Background: an optimization exercise with open tools, aiming at small area, a short achievable clock period and few clock cycles per item. Do not read the settings as production practice.
Where RTL was checked, it was by simulation tests only, not by an equivalence proof against the original.

build 82:
Design collision, start of the top module:
module collision(clk, rst, data_in_x, data_in_y, data_in_z, collision_detect, done_valid);
clock: 10.0 ns
lec_check: 0
cap_margin: 20
core_margin: 2
core_utilization: 40
cts_cluster_diameter: 80
cts_cluster_size: 22
slew_margin: 20
standard.sh (not shown) runs the stock make flow with config.mk's settings and CLKGATE_MAP_FILE= SYNTH_SCRIPT=/design/flow/synth_recipe.tcl, a recipe that flattens the netlist after the stock synthesis.
==> flow/flow/run.sh <==
#!/bin/bash
set -o pipefail
bash standard.sh SETUP_SLACK_MARGIN=6 finish > flow_make.log 2>&1
Build 82 went all the way through the flow, and no timing, DRC or antenna check failed.
Testbench counts of build 82, summed over its fixed seeds: cycles 4,254, items 192.
--- input diff build 82..build 95 ---
- swapping 40 for 50 in CORE_UTILIZATION
==> flow/flow/run.sh <==
#!/bin/bash
set -o pipefail
bash standard.sh SETUP_SLACK_MARGIN=6.2 finish > flow_make.log 2>&1
==> comparison <==
Taking build 82 as the reference point, the tightest hold margin of build 95 rises by 0.0041 ns.
Build 95 vs build 82 on post-route non-filler standard cell count: build 95 is the lower one.
| clock skew after layout | build 95 vs build 82 | worse |
Met3 layer wire length in the routed design: build 95 lower than build 82
Re layout-stage area growth over the synthesis result: build 82 was lower than build 95.
What build 21 does differently from build 95 at the input level:
- CORE_UTILIZATION: 50 -> 40
==> flow/flow/run.sh <==
#!/bin/bash
set -o pipefail
bash standard.sh SETUP_SLACK_MARGIN=5.8 finish > flow_make.log 2>&1
--- outcome ---
Diff build 95 -> build 21 | cell area after placement | up slightly
Build 21 was carried through to the last stage, and its layout satisfied the timing, DRC and antenna checks.
Comparing build 21 and build 95, hold slack is lower on build 21.
Delta (build 21 minus build 95): net count of the finished layout dropped about 0.6%; met3 global-route usage went down by 0.29 points; die height grew by 12%; worst path buffer plus inverter count moved up.
met1 capacity usage during global routing in build 21 is 8.1 points lower than in build 95
Standard cell with the maximum stage delay on the critical path: sky130_fd_sc_hd__or4_4 -> build 95, sky130_fd_sc_hd__fa_1 -> build 21
Area overhead of the layout relative to synthesis ends up higher on build 95.
Compared with build 95, build 21 improves wire length of the first global-routing pass.
The sequential share of layout area of build 95 and that of build 21 are within noise of each other.
Cell area, build 21 and build 95: higher on build 95
Edits applied to the flow inputs when going from build 21 to build 64:
- a change of CTS_CLUSTER_SIZE from 22 to 26
- a change of CTS_CLUSTER_DIAMETER from 80 to 90
==> flow/flow/run.sh <==
#!/bin/bash
set -o pipefail
bash standard.sh SETUP_SLACK_MARGIN=6 finish > flow_make.log 2>&1
==> summary.txt <==
Build 64 | stages: all done | timing, DRC, antenna: all pass
Going from build 21 to build 64, final layout net count flat; layout overhead on the synthesized area comparable.
Compare build 64 and build 21 | number of buffer and inverter instances along the worst setup path lower: build 21
The total number of cells along the worst setup path of build 64 exceeds that of build 21 by 8.
Looking at build 64 and build 21, the final area is a wash.
Final-layout fill cell count went up slightly going from build 21 to build 64.
On via total after detailed routing, build 64 and build 21 are neck and neck.

* * *

Another version of the RTL of collision (not shown whole).
Size: about 4900 cells after synthesis, about 34 I/O pins.
clock: 10.0 ns
lec_check: 0
cap_margin: 20
core_margin: 2
core_utilization: 40
cts_cluster_diameter: 80
cts_cluster_size: 22
slew_margin: 20
==> flow/flow/run.sh <==
#!/bin/bash
set -o pipefail
bash standard.sh SETUP_SLACK_MARGIN=6 finish > flow_make.log 2>&1
==> next run, changes <==
==> flow/flow/run.sh (replaced) <==
#!/bin/bash
set -o pipefail
bash standard.sh SETUP_SLACK_MARGIN=6.4 finish > flow_make.log 2>&1
=> Final cell count went up by 1.2%. Utilization went up by 1.4 points. Hold slack gets better by 0.0044 ns.
No functional check of the RTL was part of any run of this note.

* * *

collision, a different RTL version from the one above (not shown whole).
For scale: about 870 flip-flops, about 34 I/O pins, roughly 0.050 mm² of cells after synthesis.
==> flow/config.mk <==
export PLATFORM = sky130hd
export DESIGN_NAME = collision
export DESIGN_NICKNAME = collision
export VERILOG_FILES = /design/flow/design.v
export SDC_FILE = /design/flow/constraint.sdc
export NUM_CORES = 4
export LEC_CHECK = 0
export CAP_MARGIN = 20
export CORE_MARGIN = 2
export CORE_UTILIZATION = 40
export SLEW_MARGIN = 20
==> flow/constraint.sdc <==
create_clock -name core_clock -period 10.0 [get_ports {clk}]
set_input_delay 2.0000 -clock core_clock [delete_from_list [all_inputs] [get_ports {clk}]]
set_output_delay 2.0000 -clock core_clock [all_outputs]
set_load 0.01 [all_outputs]
==> flow/flow/run.sh <==
#!/bin/bash
set -o pipefail
bash standard.sh SETUP_SLACK_MARGIN=6.5 finish > flow_make.log 2>&1
Then changed:
==> flow/run.sh (new file) <==
#!/bin/bash
# synth_recipe.tcl (not shown) runs the flow's synth.tcl, then flattens the netlist and writes it again
# the make line also repeats each setting of config.mk as NAME=value (left out here)
make -C /OpenROAD-flow-scripts/flow DESIGN_CONFIG=/design/flow/config.mk WORK_HOME=/design/flow/orfs CLKGATE_MAP_FILE= SYNTH_SCRIPT=/design/flow/synth_recipe.tcl finish
SETUP_SLACK_MARGIN = 5   (was default)
removed: flow/flow/run.sh
removed: flow/standard.sh
The new run went through all stages and came out clean.
Wire length shrinks by 5.7%.
Design area shrinks by 8.4%.
Utilization shrinks by 4.1 points.
Hold slack gains 0.014 ns.
Area after synthesis is unchanged.
Worst setup slack loses 0.22 ns.
Function was not checked in any run of this note: the RTL went through the layout flow alone.

==> static timing again, ports no longer ideal <==
The results above use ideal ports. As a check the final layouts listed here were re-extracted and re-timed, cells and wires unchanged.
Step 1: set_driving_cell puts a clkbuf_16 on clk and a buf_2 on each other input, an assumption about the parent block.
Step 2 adds t to the input delays and takes it off the output delays; t is the mean of the earliest and latest rising clock arrival at the registers after step 1. Input paths then give back, and output paths get back, about the clock's delay inside the block.
Slacks: ideal / step 1 / step 2; pairs: ideal / step 1.
run	t (ns)	slack for setup (ns)	worst register clock-pin slew, ns	worst data-port slew with drivers (ns)	cell pins on the clock port's net
build 82	0.722	5.900 / 5.900 / 5.730	0.10 / 0.10	0.04	1
build 95	0.725	5.847 / 5.847 / 5.847	0.10 / 0.10	0.05	1
build 21	0.717	5.822 / 5.822 / 5.822	0.10 / 0.10	0.04	1
build 64	0.710	5.922 / 5.922 / 5.735	0.11 / 0.11	0.04	1
the first run of note 2	0.762	5.833 / 5.833 / 5.833	0.10 / 0.10	0.04	1
the second run of note 2	0.738	5.823 / 5.823 / 5.823	0.10 / 0.10	0.05	1
the first run of note 3	0.754	5.411 / 5.411 / 5.411	0.08 / 0.08	0.04	1
the second run of note 3	0.780	5.195 / 5.195 / 5.195	0.07 / 0.07	0.07	1
After both steps setup and hold are still met in every run listed. For build 64, which loses most, drivers alone change the setup slack by 0.000 ns; drivers and shift together by -0.187 ns.
